Source: an optimization exercise on an open RTL-to-GDS flow (aim: small area, a short achievable clock period and few clock cycles). Production flows keep margins and buffers that such runs may drop.
In this exercise RTL edits were held to simulation tests only and were not proved equivalent to the original.
No activity file was given, so power comes from the tool's default toggle rates.

$ cat config.mk
export PLATFORM = sky130hd
export DESIGN_NAME = mvprod_top
export DESIGN_NICKNAME = mvprod_top
export VERILOG_FILES = /design/flow/design.v
export SDC_FILE = /design/flow/constraint.sdc
export NUM_CORES = 4
export LEC_CHECK = 0
export CAP_MARGIN = 20
export CORE_MARGIN = 2
export CORE_UTILIZATION = 55
export PLACE_DENSITY = 0.65
export SLEW_MARGIN = 20
export SYNTH_MEMORY_MAX_BITS = 16384
$ cat constraint.sdc
create_clock -name core_clock -period 6.0 [get_ports {clk}]
set_input_delay 1.2000 -clock core_clock [delete_from_list [all_inputs] [get_ports {clk}]]
set_output_delay 1.2000 -clock core_clock [all_outputs]
set_load 0.01 [all_outputs]
$ cat design.v
`timescale 1ns / 1ps
`default_nettype none
module WeightROM (
  input wire [4:0] col,
  output logic [31:0][7:0] w
);
  localparam logic [31:0] T_0_0 = 32'h37351790;
  assign w[0][0] = T_0_0[col];
  localparam logic [31:0] T_0_1 = 32'hf7f872d2;
  assign w[0][1] = T_0_1[col];
  localparam logic [31:0] T_0_2 = 32'h6bbb0ae0;
  assign w[0][2] = T_0_2[col];
  localparam logic [31:0] T_0_3 = 32'h1fda2b53;
  assign w[0][3] = T_0_3[col];
  localparam logic [31:0] T_0_4 = 32'hd92e0ad2;
  assign w[0][4] = T_0_4[col];
  localparam logic [31:0] T_0_5 = 32'he2b79be6;
  assign w[0][5] = T_0_5[col];
  localparam logic [31:0] T_0_6 = 32'h93f6f606;
  assign w[0][6] = T_0_6[col];
  localparam logic [31:0] T_0_7 = 32'hff906b34;
  assign w[0][7] = T_0_7[col];
  localparam logic [31:0] T_1_0 = 32'h2404fac3;
  assign w[1][0] = T_1_0[col];
  localparam logic [31:0] T_1_1 = 32'h3ab98f6d;
  assign w[1][1] = T_1_1[col];
  localparam logic [31:0] T_1_2 = 32'h20fb7d55;
  assign w[1][2] = T_1_2[col];
  localparam logic [31:0] T_1_3 = 32'h99a4626a;
  assign w[1][3] = T_1_3[col];
  localparam logic [31:0] T_1_4 = 32'h4afdef59;
  assign w[1][4] = T_1_4[col];
  localparam logic [31:0] T_1_5 = 32'hc4b5c8b5;
  assign w[1][5] = T_1_5[col];
  localparam logic [31:0] T_1_6 = 32'h9ca89c9e;
  assign w[1][6] = T_1_6[col];
  localparam logic [31:0] T_1_7 = 32'h0e9d5ee6;
  assign w[1][7] = T_1_7[col];
  localparam logic [31:0] T_2_0 = 32'hdc1b59d5;
  assign w[2][0] = T_2_0[col];
  localparam logic [31:0] T_2_1 = 32'h0863df52;
  assign w[2][1] = T_2_1[col];
  localparam logic [31:0] T_2_2 = 32'h067bc797;
  assign w[2][2] = T_2_2[col];
  localparam logic [31:0] T_2_3 = 32'h2f5d58c6;
  assign w[2][3] = T_2_3[col];
  localparam logic [31:0] T_2_4 = 32'h02f13313;
  assign w[2][4] = T_2_4[col];
  localparam logic [31:0] T_2_5 = 32'h8fc3f559;
  assign w[2][5] = T_2_5[col];
  localparam logic [31:0] T_2_6 = 32'h194ac58a;
  assign w[2][6] = T_2_6[col];
  localparam logic [31:0] T_2_7 = 32'h3cb3664a;
  assign w[2][7] = T_2_7[col];
  localparam logic [31:0] T_3_0 = 32'h6e6a62b3;
  assign w[3][0] = T_3_0[col];
  localparam logic [31:0] T_3_1 = 32'h7f03bbe0;
  assign w[3][1] = T_3_1[col];
  localparam logic [31:0] T_3_2 = 32'h0bc7543b;
  assign w[3][2] = T_3_2[col];
  localparam logic [31:0] T_3_3 = 32'h96787e8a;
  assign w[3][3] = T_3_3[col];
  localparam logic [31:0] T_3_4 = 32'h9fe73f51;
  assign w[3][4] = T_3_4[col];
  localparam logic [31:0] T_3_5 = 32'h96b93d53;
  assign w[3][5] = T_3_5[col];
  localparam logic [31:0] T_3_6 = 32'hccfb0e04;
  assign w[3][6] = T_3_6[col];
  localparam logic [31:0] T_3_7 = 32'hfd1b7826;
  assign w[3][7] = T_3_7[col];
  localparam logic [31:0] T_4_0 = 32'hd5038f26;
  assign w[4][0] = T_4_0[col];
  localparam logic [31:0] T_4_1 = 32'hdb71c597;
  assign w[4][1] = T_4_1[col];
  localparam logic [31:0] T_4_2 = 32'hfe2c54ac;
  assign w[4][2] = T_4_2[col];
  localparam logic [31:0] T_4_3 = 32'he55a1c17;
  assign w[4][3] = T_4_3[col];
  localparam logic [31:0] T_4_4 = 32'h620dd958;
  assign w[4][4] = T_4_4[col];
  localparam logic [31:0] T_4_5 = 32'h84f575c5;
  assign w[4][5] = T_4_5[col];
  localparam logic [31:0] T_4_6 = 32'h9764feb8;
  assign w[4][6] = T_4_6[col];
  localparam logic [31:0] T_4_7 = 32'he8418332;
  assign w[4][7] = T_4_7[col];
  localparam logic [31:0] T_5_0 = 32'h046e6ed2;
  assign w[5][0] = T_5_0[col];
  localparam logic [31:0] T_5_1 = 32'h926a5df0;
  assign w[5][1] = T_5_1[col];
  localparam logic [31:0] T_5_2 = 32'h7ed460c3;
  assign w[5][2] = T_5_2[col];
  localparam logic [31:0] T_5_3 = 32'hb360673b;
  assign w[5][3] = T_5_3[col];
  localparam logic [31:0] T_5_4 = 32'h39b27adc;
  assign w[5][4] = T_5_4[col];
  localparam logic [31:0] T_5_5 = 32'hb97f0210;
  assign w[5][5] = T_5_5[col];
  localparam logic [31:0] T_5_6 = 32'h4135ca68;
  assign w[5][6] = T_5_6[col];
  localparam logic [31:0] T_5_7 = 32'h66d243a1;
  assign w[5][7] = T_5_7[col];
  localparam logic [31:0] T_6_0 = 32'h9346e4e3;
  assign w[6][0] = T_6_0[col];
  localparam logic [31:0] T_6_1 = 32'h1fa2394f;
  assign w[6][1] = T_6_1[col];
  localparam logic [31:0] T_6_2 = 32'h9145ba56;
  assign w[6][2] = T_6_2[col];
  localparam logic [31:0] T_6_3 = 32'hc26a86a8;
  assign w[6][3] = T_6_3[col];
  localparam logic [31:0] T_6_4 = 32'h96ab6fed;
  assign w[6][4] = T_6_4[col];
  localparam logic [31:0] T_6_5 = 32'h6c110c0d;
  assign w[6][5] = T_6_5[col];
  localparam logic [31:0] T_6_6 = 32'h20546e67;
  assign w[6][6] = T_6_6[col];
  localparam logic [31:0] T_6_7 = 32'h7575b89d;
  assign w[6][7] = T_6_7[col];
  localparam logic [31:0] T_7_0 = 32'h57eef468;
  assign w[7][0] = T_7_0[col];
  localparam logic [31:0] T_7_1 = 32'h32fcd3c6;
  assign w[7][1] = T_7_1[col];
  localparam logic [31:0] T_7_2 = 32'h2c642280;
  assign w[7][2] = T_7_2[col];
  localparam logic [31:0] T_7_3 = 32'h839670b3;
  assign w[7][3] = T_7_3[col];
  localparam logic [31:0] T_7_4 = 32'h1a4a76e9;
  assign w[7][4] = T_7_4[col];
  localparam logic [31:0] T_7_5 = 32'h6fe16708;
  assign w[7][5] = T_7_5[col];
  localparam logic [31:0] T_7_6 = 32'h5d6d3e44;
  assign w[7][6] = T_7_6[col];
  localparam logic [31:0] T_7_7 = 32'h9f91d08f;
  assign w[7][7] = T_7_7[col];
  localparam logic [31:0] T_8_0 = 32'hb3e40e3f;
  assign w[8][0] = T_8_0[col];
  localparam logic [31:0] T_8_1 = 32'h3f81fa0d;
  assign w[8][1] = T_8_1[col];
  localparam logic [31:0] T_8_2 = 32'h6eb88bed;
  assign w[8][2] = T_8_2[col];
  localparam logic [31:0] T_8_3 = 32'h48f914db;
  assign w[8][3] = T_8_3[col];
  localparam logic [31:0] T_8_4 = 32'h6367dd43;
  assign w[8][4] = T_8_4[col];
  localparam logic [31:0] T_8_5 = 32'hc6d700f0;
  assign w[8][5] = T_8_5[col];
  localparam logic [31:0] T_8_6 = 32'hee2c20d1;
  assign w[8][6] = T_8_6[col];
  localparam logic [31:0] T_8_7 = 32'h1a32ce33;
  assign w[8][7] = T_8_7[col];
  localparam logic [31:0] T_9_0 = 32'h626fbcea;
  assign w[9][0] = T_9_0[col];
  localparam logic [31:0] T_9_1 = 32'h9ce29e60;
  assign w[9][1] = T_9_1[col];
  localparam logic [31:0] T_9_2 = 32'h72547d3a;
  assign w[9][2] = T_9_2[col];
  localparam logic [31:0] T_9_3 = 32'h060e5886;
  assign w[9][3] = T_9_3[col];
  localparam logic [31:0] T_9_4 = 32'hd5aeab35;
  assign w[9][4] = T_9_4[col];
  localparam logic [31:0] T_9_5 = 32'h08161e99;
  assign w[9][5] = T_9_5[col];
  localparam logic [31:0] T_9_6 = 32'h66f4a1f5;
  assign w[9][6] = T_9_6[col];
  localparam logic [31:0] T_9_7 = 32'hb0f8cfe3;
  assign w[9][7] = T_9_7[col];
  localparam logic [31:0] T_10_0 = 32'hd76d71ae;
  assign w[10][0] = T_10_0[col];
  localparam logic [31:0] T_10_1 = 32'h640f6431;
  assign w[10][1] = T_10_1[col];
  localparam logic [31:0] T_10_2 = 32'hda2c2784;
  assign w[10][2] = T_10_2[col];
  localparam logic [31:0] T_10_3 = 32'h7110b1ba;
  assign w[10][3] = T_10_3[col];
  localparam logic [31:0] T_10_4 = 32'hce46fbc1;
  assign w[10][4] = T_10_4[col];
  localparam logic [31:0] T_10_5 = 32'hd3a5ad51;
  assign w[10][5] = T_10_5[col];
  localparam logic [31:0] T_10_6 = 32'h6cb232bf;
  assign w[10][6] = T_10_6[col];
  localparam logic [31:0] T_10_7 = 32'hc978439b;
  assign w[10][7] = T_10_7[col];
  localparam logic [31:0] T_11_0 = 32'hebb137e4;
  assign w[11][0] = T_11_0[col];
  localparam logic [31:0] T_11_1 = 32'h4ac19a27;
  assign w[11][1] = T_11_1[col];
  localparam logic [31:0] T_11_2 = 32'hd6575c73;
  assign w[11][2] = T_11_2[col];
  localparam logic [31:0] T_11_3 = 32'h3d83f6a5;
  assign w[11][3] = T_11_3[col];
  localparam logic [31:0] T_11_4 = 32'h20696d74;
  assign w[11][4] = T_11_4[col];
  localparam logic [31:0] T_11_5 = 32'hc996ebfa;
  assign w[11][5] = T_11_5[col];
  localparam logic [31:0] T_11_6 = 32'h21acdad7;
  assign w[11][6] = T_11_6[col];
  localparam logic [31:0] T_11_7 = 32'h2e856e56;
  assign w[11][7] = T_11_7[col];
  localparam logic [31:0] T_12_0 = 32'h419e1666;
  assign w[12][0] = T_12_0[col];
  localparam logic [31:0] T_12_1 = 32'h082edf17;
  assign w[12][1] = T_12_1[col];
  localparam logic [31:0] T_12_2 = 32'h006f815f;
  assign w[12][2] = T_12_2[col];
  localparam logic [31:0] T_12_3 = 32'h2d618edd;
  assign w[12][3] = T_12_3[col];
  localparam logic [31:0] T_12_4 = 32'h485c938d;
  assign w[12][4] = T_12_4[col];
  localparam logic [31:0] T_12_5 = 32'ha04631c4;
  assign w[12][5] = T_12_5[col];
  localparam logic [31:0] T_12_6 = 32'h648903b0;
  assign w[12][6] = T_12_6[col];
  localparam logic [31:0] T_12_7 = 32'h6a63250b;
  assign w[12][7] = T_12_7[col];
  localparam logic [31:0] T_13_0 = 32'had61ac83;
  assign w[13][0] = T_13_0[col];
  localparam logic [31:0] T_13_1 = 32'he4b2294b;
  assign w[13][1] = T_13_1[col];
  localparam logic [31:0] T_13_2 = 32'h973b6f3f;
  assign w[13][2] = T_13_2[col];
  localparam logic [31:0] T_13_3 = 32'h45cc0e8b;
  assign w[13][3] = T_13_3[col];
  localparam logic [31:0] T_13_4 = 32'h755e72f9;
  assign w[13][4] = T_13_4[col];
  localparam logic [31:0] T_13_5 = 32'had8ba64a;
  assign w[13][5] = T_13_5[col];
  localparam logic [31:0] T_13_6 = 32'hfdc88e79;
  assign w[13][6] = T_13_6[col];
  localparam logic [31:0] T_13_7 = 32'h6b02d552;
  assign w[13][7] = T_13_7[col];
  localparam logic [31:0] T_14_0 = 32'h569b7a71;
  assign w[14][0] = T_14_0[col];
  localparam logic [31:0] T_14_1 = 32'hb1c4e9d1;
  assign w[14][1] = T_14_1[col];
  localparam logic [31:0] T_14_2 = 32'hd0d01e2a;
  assign w[14][2] = T_14_2[col];
  localparam logic [31:0] T_14_3 = 32'ha1f65133;
  assign w[14][3] = T_14_3[col];
  localparam logic [31:0] T_14_4 = 32'heb5245ed;
  assign w[14][4] = T_14_4[col];
  localparam logic [31:0] T_14_5 = 32'ha49cc29a;
  assign w[14][5] = T_14_5[col];
  localparam logic [31:0] T_14_6 = 32'h99ae311f;
  assign w[14][6] = T_14_6[col];
  localparam logic [31:0] T_14_7 = 32'h799cb6c1;
  assign w[14][7] = T_14_7[col];
  localparam logic [31:0] T_15_0 = 32'hcc5d11be;
  assign w[15][0] = T_15_0[col];
  localparam logic [31:0] T_15_1 = 32'h2d9c2179;
  assign w[15][1] = T_15_1[col];
  localparam logic [31:0] T_15_2 = 32'h7de230bf;
  assign w[15][2] = T_15_2[col];
  localparam logic [31:0] T_15_3 = 32'h2d5d395d;
  assign w[15][3] = T_15_3[col];
  localparam logic [31:0] T_15_4 = 32'h63171345;
  assign w[15][4] = T_15_4[col];
  localparam logic [31:0] T_15_5 = 32'h3753f904;
  assign w[15][5] = T_15_5[col];
  localparam logic [31:0] T_15_6 = 32'he5132d85;
  assign w[15][6] = T_15_6[col];
  localparam logic [31:0] T_15_7 = 32'h2ada3834;
  assign w[15][7] = T_15_7[col];
  localparam logic [31:0] T_16_0 = 32'hcc71a217;
  assign w[16][0] = T_16_0[col];
  localparam logic [31:0] T_16_1 = 32'h441a2729;
  assign w[16][1] = T_16_1[col];
  localparam logic [31:0] T_16_2 = 32'h547578fc;
  assign w[16][2] = T_16_2[col];
  localparam logic [31:0] T_16_3 = 32'h3711cf62;
  assign w[16][3] = T_16_3[col];
  localparam logic [31:0] T_16_4 = 32'h31a58e3a;
  assign w[16][4] = T_16_4[col];
  localparam logic [31:0] T_16_5 = 32'h9b4b5c1e;
  assign w[16][5] = T_16_5[col];
  localparam logic [31:0] T_16_6 = 32'h91ee3475;
  assign w[16][6] = T_16_6[col];
  localparam logic [31:0] T_16_7 = 32'h9a1abc78;
  assign w[16][7] = T_16_7[col];
  localparam logic [31:0] T_17_0 = 32'hb783de30;
  assign w[17][0] = T_17_0[col];
  localparam logic [31:0] T_17_1 = 32'h60bf5778;
  assign w[17][1] = T_17_1[col];
  localparam logic [31:0] T_17_2 = 32'h30ee0c91;
  assign w[17][2] = T_17_2[col];
  localparam logic [31:0] T_17_3 = 32'hbb970db2;
  assign w[17][3] = T_17_3[col];
  localparam logic [31:0] T_17_4 = 32'hbeed0df8;
  assign w[17][4] = T_17_4[col];
  localparam logic [31:0] T_17_5 = 32'h763489a4;
  assign w[17][5] = T_17_5[col];
  localparam logic [31:0] T_17_6 = 32'hbd655889;
  assign w[17][6] = T_17_6[col];
  localparam logic [31:0] T_17_7 = 32'hd870b059;
  assign w[17][7] = T_17_7[col];
  localparam logic [31:0] T_18_0 = 32'ha2590f6f;
  assign w[18][0] = T_18_0[col];
  localparam logic [31:0] T_18_1 = 32'h8eddceb1;
  assign w[18][1] = T_18_1[col];
  localparam logic [31:0] T_18_2 = 32'hf0403ec6;
  assign w[18][2] = T_18_2[col];
  localparam logic [31:0] T_18_3 = 32'ha1c91c96;
  assign w[18][3] = T_18_3[col];
  localparam logic [31:0] T_18_4 = 32'h1d6a791f;
  assign w[18][4] = T_18_4[col];
  localparam logic [31:0] T_18_5 = 32'h782e1f6c;
  assign w[18][5] = T_18_5[col];
  localparam logic [31:0] T_18_6 = 32'hf8a1d3c1;
  assign w[18][6] = T_18_6[col];
  localparam logic [31:0] T_18_7 = 32'h34e0b326;
  assign w[18][7] = T_18_7[col];
  localparam logic [31:0] T_19_0 = 32'hd063c491;
  assign w[19][0] = T_19_0[col];
  localparam logic [31:0] T_19_1 = 32'h074cfab3;
  assign w[19][1] = T_19_1[col];
  localparam logic [31:0] T_19_2 = 32'hcf747d70;
  assign w[19][2] = T_19_2[col];
  localparam logic [31:0] T_19_3 = 32'hdff5c5bc;
  assign w[19][3] = T_19_3[col];
  localparam logic [31:0] T_19_4 = 32'h1fa01d00;
  assign w[19][4] = T_19_4[col];
  localparam logic [31:0] T_19_5 = 32'hd8c65b7a;
  assign w[19][5] = T_19_5[col];
  localparam logic [31:0] T_19_6 = 32'h0b1f4f7f;
  assign w[19][6] = T_19_6[col];
  localparam logic [31:0] T_19_7 = 32'h02daca81;
  assign w[19][7] = T_19_7[col];
  localparam logic [31:0] T_20_0 = 32'h3433d76a;
  assign w[20][0] = T_20_0[col];
  localparam logic [31:0] T_20_1 = 32'hd333456b;
  assign w[20][1] = T_20_1[col];
  localparam logic [31:0] T_20_2 = 32'hc0f80f1c;
  assign w[20][2] = T_20_2[col];
  localparam logic [31:0] T_20_3 = 32'hb5329062;
  assign w[20][3] = T_20_3[col];
  localparam logic [31:0] T_20_4 = 32'h41bf3998;
  assign w[20][4] = T_20_4[col];
  localparam logic [31:0] T_20_5 = 32'h42c35e06;
  assign w[20][5] = T_20_5[col];
  localparam logic [31:0] T_20_6 = 32'h015e8a4b;
  assign w[20][6] = T_20_6[col];
  localparam logic [31:0] T_20_7 = 32'heb0eb5f8;
  assign w[20][7] = T_20_7[col];
  localparam logic [31:0] T_21_0 = 32'hb96e7e47;
  assign w[21][0] = T_21_0[col];
  localparam logic [31:0] T_21_1 = 32'h6c38bda4;
  assign w[21][1] = T_21_1[col];
  localparam logic [31:0] T_21_2 = 32'h3c8d98ae;
  assign w[21][2] = T_21_2[col];
  localparam logic [31:0] T_21_3 = 32'hbdaa4fff;
  assign w[21][3] = T_21_3[col];
  localparam logic [31:0] T_21_4 = 32'he8bd48ae;
  assign w[21][4] = T_21_4[col];
  localparam logic [31:0] T_21_5 = 32'hfa213032;
  assign w[21][5] = T_21_5[col];
  localparam logic [31:0] T_21_6 = 32'h984dcf1c;
  assign w[21][6] = T_21_6[col];
  localparam logic [31:0] T_21_7 = 32'hc95c3474;
  assign w[21][7] = T_21_7[col];
  localparam logic [31:0] T_22_0 = 32'h8ed10f59;
  assign w[22][0] = T_22_0[col];
  localparam logic [31:0] T_22_1 = 32'h19d4e834;
  assign w[22][1] = T_22_1[col];
  localparam logic [31:0] T_22_2 = 32'h640f453b;
  assign w[22][2] = T_22_2[col];
  localparam logic [31:0] T_22_3 = 32'hd7ffe8ab;
  assign w[22][3] = T_22_3[col];
  localparam logic [31:0] T_22_4 = 32'h1fa94504;
  assign w[22][4] = T_22_4[col];
  localparam logic [31:0] T_22_5 = 32'hcb858efe;
  assign w[22][5] = T_22_5[col];
  localparam logic [31:0] T_22_6 = 32'h8653b0d3;
  assign w[22][6] = T_22_6[col];
  localparam logic [31:0] T_22_7 = 32'hbb26f6be;
  assign w[22][7] = T_22_7[col];
  localparam logic [31:0] T_23_0 = 32'h411a8836;
  assign w[23][0] = T_23_0[col];
  localparam logic [31:0] T_23_1 = 32'h72485c26;
  assign w[23][1] = T_23_1[col];
  localparam logic [31:0] T_23_2 = 32'h51843160;
  assign w[23][2] = T_23_2[col];
  localparam logic [31:0] T_23_3 = 32'h12ac5a40;
  assign w[23][3] = T_23_3[col];
  localparam logic [31:0] T_23_4 = 32'ha3be0eff;
  assign w[23][4] = T_23_4[col];
  localparam logic [31:0] T_23_5 = 32'h5d3c6b43;
  assign w[23][5] = T_23_5[col];
  localparam logic [31:0] T_23_6 = 32'hb15ef55f;
  assign w[23][6] = T_23_6[col];
  localparam logic [31:0] T_23_7 = 32'ha3da5b5c;
  assign w[23][7] = T_23_7[col];
  localparam logic [31:0] T_24_0 = 32'h61c92067;
  assign w[24][0] = T_24_0[col];
  localparam logic [31:0] T_24_1 = 32'h59338afd;
  assign w[24][1] = T_24_1[col];
  localparam logic [31:0] T_24_2 = 32'h7b446d32;
  assign w[24][2] = T_24_2[col];
  localparam logic [31:0] T_24_3 = 32'h74d5c0df;
  assign w[24][3] = T_24_3[col];
  localparam logic [31:0] T_24_4 = 32'h34316f16;
  assign w[24][4] = T_24_4[col];
  localparam logic [31:0] T_24_5 = 32'h406ecb84;
  assign w[24][5] = T_24_5[col];
  localparam logic [31:0] T_24_6 = 32'h7b255624;
  assign w[24][6] = T_24_6[col];
  localparam logic [31:0] T_24_7 = 32'h7d461bed;
  assign w[24][7] = T_24_7[col];
  localparam logic [31:0] T_25_0 = 32'h52e7f14f;
  assign w[25][0] = T_25_0[col];
  localparam logic [31:0] T_25_1 = 32'ha7387e21;
  assign w[25][1] = T_25_1[col];
  localparam logic [31:0] T_25_2 = 32'h1b40c5d5;
  assign w[25][2] = T_25_2[col];
  localparam logic [31:0] T_25_3 = 32'h7b9684bb;
  assign w[25][3] = T_25_3[col];
  localparam logic [31:0] T_25_4 = 32'h55492c36;
  assign w[25][4] = T_25_4[col];
  localparam logic [31:0] T_25_5 = 32'hb380c841;
  assign w[25][5] = T_25_5[col];
  localparam logic [31:0] T_25_6 = 32'h27a22ed2;
  assign w[25][6] = T_25_6[col];
  localparam logic [31:0] T_25_7 = 32'h1e6fb55c;
  assign w[25][7] = T_25_7[col];
  localparam logic [31:0] T_26_0 = 32'hcfc6ff87;
  assign w[26][0] = T_26_0[col];
  localparam logic [31:0] T_26_1 = 32'hd0c4104e;
  assign w[26][1] = T_26_1[col];
  localparam logic [31:0] T_26_2 = 32'hfde9852f;
  assign w[26][2] = T_26_2[col];
  localparam logic [31:0] T_26_3 = 32'h31907a8d;
  assign w[26][3] = T_26_3[col];
  localparam logic [31:0] T_26_4 = 32'h73a2845c;
  assign w[26][4] = T_26_4[col];
  localparam logic [31:0] T_26_5 = 32'h6502f5d8;
  assign w[26][5] = T_26_5[col];
  localparam logic [31:0] T_26_6 = 32'h49cdee50;
  assign w[26][6] = T_26_6[col];
  localparam logic [31:0] T_26_7 = 32'h5eca031e;
  assign w[26][7] = T_26_7[col];
  localparam logic [31:0] T_27_0 = 32'h6123c6ba;
  assign w[27][0] = T_27_0[col];
  localparam logic [31:0] T_27_1 = 32'h7766e713;
  assign w[27][1] = T_27_1[col];
  localparam logic [31:0] T_27_2 = 32'he9ce79c9;
  assign w[27][2] = T_27_2[col];
  localparam logic [31:0] T_27_3 = 32'h8efa69f6;
  assign w[27][3] = T_27_3[col];
  localparam logic [31:0] T_27_4 = 32'h9c05f9cd;
  assign w[27][4] = T_27_4[col];
  localparam logic [31:0] T_27_5 = 32'h5d14d42d;
  assign w[27][5] = T_27_5[col];
  localparam logic [31:0] T_27_6 = 32'h4ec125ec;
  assign w[27][6] = T_27_6[col];
  localparam logic [31:0] T_27_7 = 32'h1e2f7444;
  assign w[27][7] = T_27_7[col];
  localparam logic [31:0] T_28_0 = 32'h1d1412a8;
  assign w[28][0] = T_28_0[col];
  localparam logic [31:0] T_28_1 = 32'hdccd23b6;
  assign w[28][1] = T_28_1[col];
  localparam logic [31:0] T_28_2 = 32'ha8d4d30d;
  assign w[28][2] = T_28_2[col];
  localparam logic [31:0] T_28_3 = 32'h1c79c747;
  assign w[28][3] = T_28_3[col];
  localparam logic [31:0] T_28_4 = 32'h99c5ed41;
  assign w[28][4] = T_28_4[col];
  localparam logic [31:0] T_28_5 = 32'h5c7c4349;
  assign w[28][5] = T_28_5[col];
  localparam logic [31:0] T_28_6 = 32'haf8e268f;
  assign w[28][6] = T_28_6[col];
  localparam logic [31:0] T_28_7 = 32'h2c2d52db;
  assign w[28][7] = T_28_7[col];
  localparam logic [31:0] T_29_0 = 32'hb740d526;
  assign w[29][0] = T_29_0[col];
  localparam logic [31:0] T_29_1 = 32'h820bb8df;
  assign w[29][1] = T_29_1[col];
  localparam logic [31:0] T_29_2 = 32'hc0f931be;
  assign w[29][2] = T_29_2[col];
  localparam logic [31:0] T_29_3 = 32'h94717e92;
  assign w[29][3] = T_29_3[col];
  localparam logic [31:0] T_29_4 = 32'h1be59d28;
  assign w[29][4] = T_29_4[col];
  localparam logic [31:0] T_29_5 = 32'h9998fb87;
  assign w[29][5] = T_29_5[col];
  localparam logic [31:0] T_29_6 = 32'h342b29a0;
  assign w[29][6] = T_29_6[col];
  localparam logic [31:0] T_29_7 = 32'haafd0e9f;
  assign w[29][7] = T_29_7[col];
  localparam logic [31:0] T_30_0 = 32'h5405c350;
  assign w[30][0] = T_30_0[col];
  localparam logic [31:0] T_30_1 = 32'h2a0b53cf;
  assign w[30][1] = T_30_1[col];
  localparam logic [31:0] T_30_2 = 32'h3787fea4;
  assign w[30][2] = T_30_2[col];
  localparam logic [31:0] T_30_3 = 32'h42f29570;
  assign w[30][3] = T_30_3[col];
  localparam logic [31:0] T_30_4 = 32'h5801ddab;
  assign w[30][4] = T_30_4[col];
  localparam logic [31:0] T_30_5 = 32'hb5a32ac9;
  assign w[30][5] = T_30_5[col];
  localparam logic [31:0] T_30_6 = 32'h18a34e24;
  assign w[30][6] = T_30_6[col];
  localparam logic [31:0] T_30_7 = 32'hb30795c9;
  assign w[30][7] = T_30_7[col];
  localparam logic [31:0] T_31_0 = 32'hdbada539;
  assign w[31][0] = T_31_0[col];
  localparam logic [31:0] T_31_1 = 32'h8e615048;
  assign w[31][1] = T_31_1[col];
  localparam logic [31:0] T_31_2 = 32'h00acf25a;
  assign w[31][2] = T_31_2[col];
  localparam logic [31:0] T_31_3 = 32'h6171f988;
  assign w[31][3] = T_31_3[col];
  localparam logic [31:0] T_31_4 = 32'h2e195fe4;
  assign w[31][4] = T_31_4[col];
  localparam logic [31:0] T_31_5 = 32'he215aa5d;
  assign w[31][5] = T_31_5[col];
  localparam logic [31:0] T_31_6 = 32'h12eaf37f;
  assign w[31][6] = T_31_6[col];
  localparam logic [31:0] T_31_7 = 32'ha33d6c9b;
  assign w[31][7] = T_31_7[col];
endmodule
`default_nettype wire
`timescale 1ns / 1ps
`default_nettype none
module MacRow (
  input  wire clk_in,
  input  wire clr,
  input  wire [7:0] x1,
  input  wire [7:0] x3,
  input  wire [7:0] w,
  output logic [7:0] nacc
);
  wire [7:0] x2 = {x1[6:0], 1'b0};
  wire [7:0] a = nacc | {8{clr}};
  wire s01 = w[0] & ~w[1];
  wire s02 = ~w[0] & w[1];
  wire s03 = w[0] & w[1];
  wire [7:0] p0 = ~(({8{s01}} & x1[7:0]) | ({8{s02}} & x2[7:0]) | ({8{s03}} & x3[7:0]));
  wire s11 = w[2] & ~w[3];
  wire s12 = ~w[2] & w[3];
  wire s13 = w[2] & w[3];
  wire [5:0] p1 = ~(({6{s11}} & x1[5:0]) | ({6{s12}} & x2[5:0]) | ({6{s13}} & x3[5:0]));
  wire s21 = w[4] & ~w[5];
  wire s22 = ~w[4] & w[5];
  wire s23 = w[4] & w[5];
  wire [3:0] p2 = ~(({4{s21}} & x1[3:0]) | ({4{s22}} & x2[3:0]) | ({4{s23}} & x3[3:0]));
  wire s31 = w[6] & ~w[7];
  wire s32 = ~w[6] & w[7];
  wire s33 = w[6] & w[7];
  wire [1:0] p3 = ~(({2{s31}} & x1[1:0]) | ({2{s32}} & x2[1:0]) | ({2{s33}} & x3[1:0]));
  wire t1 = ~(a[0] ^ p0[0]);
  wire t2 = a[0] | p0[0];
  wire t3 = a[1] ^ p0[1] ^ t2;
  wire t4 = (a[1] & p0[1]) | (a[1] & t2) | (p0[1] & t2);
  wire t5 = a[2] ^ p0[2] ^ p1[0];
  wire t6 = (a[2] & p0[2]) | (a[2] & p1[0]) | (p0[2] & p1[0]);
  wire t7 = ~(t5 ^ t4);
  wire t8 = t5 | t4;
  wire t9 = a[3] ^ p0[3] ^ p1[1];
  wire t10 = (a[3] & p0[3]) | (a[3] & p1[1]) | (p0[3] & p1[1]);
  wire t11 = t6 ^ t9 ^ t8;
  wire t12 = (t6 & t9) | (t6 & t8) | (t9 & t8);
  wire t13 = a[4] ^ p0[4] ^ p1[2];
  wire t14 = (a[4] & p0[4]) | (a[4] & p1[2]) | (p0[4] & p1[2]);
  wire t15 = p2[0] ^ t10 ^ t13;
  wire t16 = (p2[0] & t10) | (p2[0] & t13) | (t10 & t13);
  wire t17 = ~(t15 ^ t12);
  wire t18 = t15 | t12;
  wire t19 = a[5] ^ p0[5] ^ p1[3];
  wire t20 = (a[5] & p0[5]) | (a[5] & p1[3]) | (p0[5] & p1[3]);
  wire t21 = p2[1] ^ t14 ^ t19;
  wire t22 = (p2[1] & t14) | (p2[1] & t19) | (t14 & t19);
  wire t23 = t16 ^ t21 ^ t18;
  wire t24 = (t16 & t21) | (t16 & t18) | (t21 & t18);
  wire t25 = a[6] ^ p0[6] ^ p1[4];
  wire t26 = (a[6] & p0[6]) | (a[6] & p1[4]) | (p0[6] & p1[4]);
  wire t27 = p2[2] ^ p3[0] ^ t20;
  wire t28 = (p2[2] & p3[0]) | (p2[2] & t20) | (p3[0] & t20);
  wire t29 = t25 ^ t27 ^ t22;
  wire t30 = (t25 & t27) | (t25 & t22) | (t27 & t22);
  wire t31 = ~(t29 ^ t24);
  wire t32 = t29 | t24;
  wire t33 = a[7] ^ p0[7] ^ p1[5];
  wire t34 = p2[3] ^ p3[1] ^ t26;
  wire t35 = t33 ^ t28 ^ t34;
  wire t36 = t35 ^ t30 ^ t32;
  wire [7:0] nxt = {t36, t31, t23, t17, t11, t7, t3, t1};
  always_ff @(posedge clk_in) nacc <= nxt;
endmodule
`default_nettype wire
`timescale 1ns / 1ps
`default_nettype none
module MVProd (
  input  wire clk_in,
  input  wire clr,
  input  wire [7:0] x1,
  input  wire [7:0] x3,
  input  wire [31:0][7:0] w,
  output logic [31:0][7:0] nacc
);
  for (genvar r = 0; r < 32; r++) begin : g_row
    MacRow row (.clk_in(clk_in), .clr(clr), .x1(x1), .x3(x3), .w(w[r]), .nacc(nacc[r]));
  end
endmodule
`default_nettype wire
`timescale 1ns / 1ps
`default_nettype none
module mvprod_top (
  input  wire       clk,
  input  wire       rst,
  input  wire       in_wr,
  input  wire [7:0] in_data,
  input  wire       start,
  output logic      out_valid,
  output logic [7:0] out_data,
  output logic      out_last
);
  logic [4:0] wcnt;             
  logic       clr;              
  logic [7:0] x1, x3;           
  logic [31:0][7:0] wcol, w;    
  logic       st;
  logic [31:0][7:0] nacc;        
  logic [31:0][7:0] osh;
  logic [4:0] ocnt;
  WeightROM rom (.col(wcnt), .w(wcol));
  always_ff @(posedge clk) begin
    x1 <= (in_wr && !rst) ? in_data : 8'd0;
    x3 <= (in_wr && !rst) ? in_data + {in_data[6:0], 1'b0} : 8'd0;
    clr <= in_wr && !rst && wcnt == 5'd0;
    w <= wcol;
    if (rst) begin
      wcnt <= '0;
      st <= 1'b0;
      out_valid <= 1'b0;
      out_last <= 1'b0;
      ocnt <= '0;
    end else begin
      if (in_wr) wcnt <= wcnt + 5'd1;
      st <= start;
      if (st) begin
        out_valid <= 1'b1;
        out_last <= 1'b0;
        ocnt <= '0;
      end else begin
        if (ocnt == 5'd31) out_valid <= 1'b0;
        out_last <= out_valid && ocnt == 5'd30;
        ocnt <= ocnt + {4'd0, out_valid};
      end
    end
  end
  MVProd rows (.clk_in(clk), .clr(clr), .x1(x1), .x3(x3), .w(w), .nacc(nacc));
  always_ff @(posedge clk) begin
    for (int r = 0; r < 32; r++)
      osh[r] <= st ? nacc[r] : (r == 31 ? nacc[r] : osh[r+1]);
  end
  assign out_data = ~osh[0];    
endmodule
`default_nettype wire
$ cat run.sh
#!/bin/bash
# synth_recipe.tcl (not shown) runs the flow's synth.tcl, then flattens the netlist and writes it again
# the make line also repeats each setting of config.mk as NAME=value (left out here)
make -C /OpenROAD-flow-scripts/flow DESIGN_CONFIG=/design/flow/config.mk WORK_HOME=/design/flow/orfs CLKGATE_MAP_FILE= SYNTH_SCRIPT=/design/flow/synth_recipe.tcl finish
==> flow_summary.toml, run 1 <==
[route]
via_per_inst = 6.445
vias = 44510
initialDrtViolationCount = 5116
routed_wl_um = 217100
ant_nets = 0
dr.pass1.iters = 8
wire_per_inst_um = 31.43
drc_errors = 0

[synth]
synth-main-ff-cell = "dfxtp_1"
synth_enable_flop_cells = 0
ys_types = 78
yosys-top-cells-count = "dfxtp_1 (797), mux2_2 (750), inv_1 (537)"
synth_area_per_cell_um2 = 9.545
synth_top_area_frac = 0.2881
async_reset_ff_frac = 0
ys_top_cells_by_area = "dfxtp_1 (29%), mux2_2 (15%), fa_1 (14%)"
seq_area_frac_synth = 0.2881
syn_nets = 6362
ys.warnings.count = 2
postSynthCellCount = 5801
synth.most_common_cell = "dfxtp_1"
synth_seq_cells = 797
syn_area_um2 = 55370
yosysTopAreaCell = "dfxtp_1"

[critical_path]
critPathMaxStageDelay_ns = 0.90
critPathCapture = "rows.g_row[15].row.nacc[7]"
r2r_slack_ns = 1.52
r2r-end = "rows.g_row[15].row.nacc[7]"
cp_slowest_cell = "dfxtp_4"
critPathCaptureType = "flip-flop"
rr_worst_depth = 18
startpoint = "x1[1]"
r2r-start = "x1[1]"
worstSetupPathType = "reg2reg"
cp.required_ns = 6.58
crit_path_cell_trace = "buf_4 -> mux2_2 -> a22oi_1 -> fa_1 -> inv_1 -> ha_1 -> inv_1 -> fa_1 -> inv_1 -> ha_1 -> inv_1 -> fa_1 -> inv_1 -> ha_1 -> xor2_1 -> xnor2_1 -> xnor2_1 -> xnor2_1"
start_kind = "flip-flop"
arrival_ns = 5.06
path_max_fanout = 64
crit_top_cell = "inv_1"

[finish]
fin_nets = 6087
drive_gt1_frac = 0.2325
area_growth_pct = 6.747
fill_cells = 8477
final_area_um2 = 59110
regArea_um2 = 16010
multi_input_area_um2 = 34930
final_util = 0.5911

[floorplan]
start_util = 0.5537
dieArea_um2 = 103200
top_level_ports = 22
fp.coreArea_um2 = 100000
dieHeight_um = 321.3
die_x_um = 321.3
rows = 116

[power]
p_leak_nw = 25.13
totalPowerFinal_w = 0.02178
powerDensity_nw_per_um2 = 368.5
max-vdd-ir-drop_mv = 0.3709

[sta]
fin_skew_ns = 0.02750
rsz0062_at_grt = "no"
max_freq_mhz = 223.3
finalCritPeriodShare = 0.7464
timing.slew.headroom = 0.09656
period_needed_ns = 4.478
worst_slack_ns = 1.522
tightest_slew_ns = 1.346
slew_violations = 0
finalSetupViolations = 0
tns_ns = 0
finalHoldViolCount = 0

[global_routing]
first_global_vias = 44190
antenna_found_initial = 24
grt_use_total = 0.4177
grt_max_degree = 130
grt.overflow.total = 0
grt_pass1_wl_um = 313800

[cts]
post_cts_buffers = 0
clock_path_buffers = 3
clk_latency_ns = 0.69
cts_sinks = 797
postCtsHoldBufs = 0
htree_levels = 3
path_clk_slew_ns = 0.06
cts_tree = "built"
numCtsBuffers = 89
cts_resized = 0
clockRootBuffer = "clkbuf_16"

[placement]
dpl_cell_area_um2 = 56000
place_congestion = 1.133
dpl_worst_slack_ns = 1.612
hpwl_um = 153000
port_buffers = 21

[run_status]
outcome = "finished clean"

[run]
max_cap_violations = 0

[worst_hold_path]
hold_path_class = "reg2reg"
## report_power, final
| group | internal [W] | total [W] | switching [W] |
|---|---|---|---|
| Clock | 0.00339 | 0.00570 | 0.00231 |
| Combinational | 0.00347 | 0.00750 | 0.00403 |
| Sequential | 0.00731 | 0.00858 | 0.00128 |
## worst max-delay path, delay by kind of cell (launching register included)
family          cells  cell delay, ns
fa+ha+maj           6            1.56
flops               1            0.90
xor+xnor            4            0.58
compound gates      1            0.08
buf+inv             6            0.86
mux                 1            0.25
## placed cells by master, fill, tap and decap left out, types with 21 or more instances in the layout
| cell | count |
|---|---|
| xor2_1 | 34 |
| xnor2_1 | 231 |
| a21oi_2 | 32 |
| buf_4 | 97 |
| nor3_1 | 34 |
| a21oi_1 | 245 |
| nand2b_1 | 24 |
| nor2_1 | 356 |
| clkbuf_16 | 91 |
| nand3_1 | 60 |
| fa_1 | 385 |
| a22oi_2 | 57 |
| or2_2 | 136 |
| a22oi_1 | 248 |
| buf_12 | 23 |
| dfxtp_1 | 778 |
| mux2_2 | 750 |
| nor2b_1 | 106 |
| a22o_1 | 191 |
| inv_1 | 536 |
| o21ai_0 | 171 |
| a31oi_1 | 67 |
| nand2_1 | 315 |
| clkdlybuf4s50_1 | 21 |
| ha_1 | 160 |
| and2_1 | 112 |
## how the worst min path moves through the flow
stage | depth (start not counted) | slack [ns] | start | endpoint
global route | 0 | 0.35 | rows.g_row[31].row.nacc[7] | osh[255]
global placement | 0 | 0.33 | rows.g_row[31].row.nacc[1] | osh[249]
finish | 0 | 0.35 | rows.g_row[31].row.nacc[5] | osh[253]
CTS | 0 | 0.35 | rows.g_row[31].row.nacc[5] | osh[253]
floorplan | 0 | 0.32 | rows.g_row[31].row.nacc[1] | osh[249]
detailed placement | 0 | 0.33 | rows.g_row[31].row.nacc[1] | osh[249]
## metal layers
layer	track usage	up-vias	wire [um]
met5	0	-	92
met4	0.2275	14	13980
li1	-	19090	-
met3	0.1205	649	22430
met2	0.6179	2551	92560
met1	0.5495	22210	88040
## per-stage QoR
step / hold WS (ns) / cells
detailed placement: 0.3307 / 6732
floorplan: 0.3231 / 5801
global route: 0.3540 / 6895
global placement: 0.3303 / 6732
finish: 0.3460 / 6907
CTS: 0.3477 / 6893
## sequential cells by signal (all words and copies together) (netlist names)
name and flops:
osh 256, x1 8, st 1, w 256, wcnt 5, ocnt 5
rows.g_row.row.nacc 256, out_valid 1, clr 1, x3 7, out_last 1
## area by class of cell
type	instances	area share
Multi-Input combinational cell	3956	0.5910
Sequential cell	797	0.2709
Clock buffer	127	0.04420
Inverter	540	0.03438
Tap cell	1298	0.02748
Timing Repair Buffer	142	0.02375
Clock inverter	34	0.007705
Antenna cell	13	0.0005504
## cells by family after synthesis
group / share of synthesized area
adders and majority gates: 0.1762
xor gates and xnor gates: 0.04192
and+or+nand+nor: 0.1020
DFF: 0.2881
buffers and inverters: 0.08148
AOI/OAI and AO/OA: 0.1530
muxes: 0.1573
Testbench counts, summed over its fixed seeds: cycles 6,592.
==> run 2: changes to the inputs <==
--- a/config.mk
+++ b/config.mk
@@ -5,9 +5,10 @@
 export SDC_FILE = /design/flow/constraint.sdc
 export NUM_CORES = 4
 export LEC_CHECK = 0
+export ABC_AREA = 1
 export CAP_MARGIN = 20
 export CORE_MARGIN = 2
-export CORE_UTILIZATION = 55
-export PLACE_DENSITY = 0.65
+export CORE_UTILIZATION = 40
+export PLACE_DENSITY = 0.6
 export SLEW_MARGIN = 20
 export SYNTH_MEMORY_MAX_BITS = 16384
==> flow_summary.toml, run 2 <==
[run_status]
outcome = "finished clean"

[power]
max-vdd-ir-drop_mv = 0.2971
totalPowerFinal_w = 0.02301
p_leak_nw = 30.07
powerDensity_nw_per_um2 = 389.1

[floorplan]
dieArea_um2 = 136200
rows = 133
die_x_um = 369.0
start_util = 0.4044
fp.coreArea_um2 = 131800
top_level_ports = 22
dieHeight_um = 369.0

[synth]
ys.warnings.count = 2
yosys-top-cells-count = "nand2_1 (1783), inv_1 (1351), dfxtp_1 (797)"
ys_top_cells_by_area = "dfxtp_1 (30%), fa_1 (14%), nand2_1 (13%)"
seq_area_frac_synth = 0.2993
synth-main-ff-cell = "dfxtp_1"
synth_area_per_cell_um2 = 7.316
synth_enable_flop_cells = 0
ys_types = 54
async_reset_ff_frac = 0
syn_nets = 7847
yosysTopAreaCell = "dfxtp_1"
syn_area_um2 = 53300
synth_top_area_frac = 0.2993
synth_seq_cells = 797
synth.most_common_cell = "nand2_1"
postSynthCellCount = 7286

[sta]
finalCritPeriodShare = 0.7801
tns_ns = 0
timing.slew.headroom = 0.1864
fin_skew_ns = 0.04754
tightest_slew_ns = 1.208
slew_violations = 0
finalSetupViolations = 0
finalHoldViolCount = 0
holdWs_ns = 0.3450
worst_slack_ns = 1.319
max_freq_mhz = 213.7
rsz0062_at_grt = "no"
period_needed_ns = 4.681

[cts]
cts_sinks = 797
htree_levels = 3
cts_tree = "built"
cts_resized = 0
clockRootBuffer = "clkbuf_16"
clock_path_buffers = 3
numCtsBuffers = 94
post_cts_buffers = 0
clk_latency_ns = 0.74
path_clk_slew_ns = 0.06
postCtsHoldBufs = 0

[global_routing]
first_global_vias = 49530
grt_use_total = 0.3891
grt.overflow.total = 0
grt_max_degree = 140
antenna_found_initial = 42
grt_pass1_wl_um = 373300

[finish]
fill_cells = 13470
final_cells = 9058
top_regs = "osh (256), rows.g_row.row.nacc (256), w (256)"
final_cell_mix = "nand2_1 (1783), inv_1 (1350), dfxtp_1 (777), nor2_1 (585), nand3_1 (444)"
area_growth_pct = 10.95
drive_gt1_frac = 0.06763
final_common_cell = "nand2_1"
fin_nets = 7773

[route]
initialDrtViolationCount = 5988
routed_wl_um = 269000
wire_per_inst_um = 29.70
ant_nets = 0
via_per_inst = 5.702
dr.pass1.iters = 6
drc_errors = 0
vias = 51650

[critical_path]
path_max_fanout = 47
critPathCaptureType = "flip-flop"
arrival_ns = 5.31
critPathMaxStageDelay_ns = 0.72
cp_slowest_cell = "dfxtp_4"
worstSetupPathType = "reg2reg"
cp.required_ns = 6.63
crit_path_cell_trace = "clkinv_2 -> buf_4 -> o22ai_1 -> a21oi_1 -> fa_1 -> inv_1 -> ha_1 -> inv_1 -> fa_1 -> inv_1 -> ha_1 -> inv_1 -> fa_1 -> inv_1 -> ha_1 -> xor2_1 -> or2_2 -> nand3_1 -> nand2_1 -> nand2_1 -> nand2_1 -> nand2_1 -> nand2_1"
start_kind = "flip-flop"

[placement]
place_congestion = 1.175
hpwl_um = 202100
dp.cells = 8870
port_buffers = 21
dpl_worst_slack_ns = 1.408

[worst_hold_path]
hold_path_class = "reg2reg"

[run]
max_cap_violations = 0
## run 2: changes by cell type after synthesis, moves of 205 or more
| cell | previous run | this run |
|---|---|---|
| a22oi_1 | 248 | 43 |
| nand2_1 | 315 | 1783 |
| nand3_1 | 60 | 444 |
| mux2_2 | 750 | 0 |
| nor2_1 | 357 | 585 |
| inv_1 | 537 | 1351 |
## run 2: worst max-delay path: cells and delay by family, from the launching register on
family	cells	cell delay, ns
adder cells (fa/ha/maj)	6	1.63
buffers and inverters	7	1.02
AO/OA/AOI/OAI	2	0.35
AND/OR/NAND/NOR	7	0.70
XOR/XNOR	1	0.07
flip-flops	1	0.72
## run 2: cell families after synthesis
logic type | share of synthesized area
AND/OR/NAND/NOR | 0.2295
flip-flops | 0.2993
buffers and inverters | 0.1315
XOR/XNOR | 0.02594
adder cells (fa/ha/maj) | 0.1831
AO/OA/AOI/OAI | 0.1307
## run 2: through the flow
step,utilization,area [um2]
2_1_floorplan,-,53300
3_3_place_gp,0.4220,55620
3_5_place_dp,0.4220,55620
4_1_cts,0.4484,59100
5_1_grt,0.4485,59110
6_report,0.4487,59140
## run 2: worst paths after layout
| check | from | cells past startpoint | slack (ns) | end |
|---|---|---|---|---|
| worst min register to register | rows.g_row[31].row.nacc[2] | 0 | 0.34 | osh[250] |
| worst max register to register | x1[1] | 23 | 1.32 | rows.g_row[20].row.nacc[7] |
| worst min-delay path | rows.g_row[31].row.nacc[2] | 0 | 0.34 | osh[250] |
| worst max-delay path | x1[1] | 23 | 1.32 | rows.g_row[20].row.nacc[7] |
## run 2: power by group
group / switching (W) / leakage, nW / total, W / internal, W
Clock: 0.00253 / 1.67 / 0.00642 / 0.00389
Sequential: 0.000978 / 6.70 / 0.00812 / 0.00715
Combinational: 0.00556 / 21.7 / 0.00847 / 0.00291
Total: 0.00906 / 30.1 / 0.0230 / 0.0139
## run 2: final cells by class
cell class / count / area (um2) / area share
inverters: 1398 / 5266 / 0.08905
diodes: 13 / 32.53 / 0.0005501
clock buffers: 127 / 2680 / 0.04532
repair buffers: 196 / 1824 / 0.03085
flip-flops and latches: 797 / 16000 / 0.2706
multi-input cells: 4725 / 30340 / 0.5130
clock inverters: 47 / 798.3 / 0.01350
well taps: 1755 / 2196 / 0.03713
## run 2: metal layers
layer | global-route usage | wire length, um | part of all wire | vias to the layer above
met1 | 0.5056 | 109500 | 0.41 | 24960
li1 | - | - | - | 22890
met4 | 0.2433 | 19230 | 0.071 | 34
met3 | 0.09632 | 27120 | 0.10 | 767
met5 | 0 | 222 | 0.00083 | -
met2 | 0.5778 | 113000 | 0.42 | 2998

## static timing again, ports no longer ideal
No port has a modelled driver above. Below, the same layouts with a new extraction and two added sets of constraints. Step 1 (the two cells are an assumption about what drives the block):
set clk [get_ports {clk}]
set_driving_cell -lib_cell sky130_fd_sc_hd__clkbuf_16 $clk
set_driving_cell -lib_cell sky130_fd_sc_hd__buf_2 [delete_from_list [all_inputs] $clk]
Step 2 times the ports against the registers' clock, not the clock port: input delays grow and output delays shrink by t, the midpoint of the rising clock arrivals with the driver on. Three values: no drivers, after step 1, after step 2; two values: the first two.
run	shift t [ns]	setup WS [ns]	worst setup path at the end	worst register clock-pin slew, ns
run 1	0.754	1.522 / 1.522 / 1.522	register to register	0.07 / 0.07
run 2	0.805	1.319 / 1.319 / 1.319	register to register	0.07 / 0.07
After both steps every run listed still meets setup and hold.
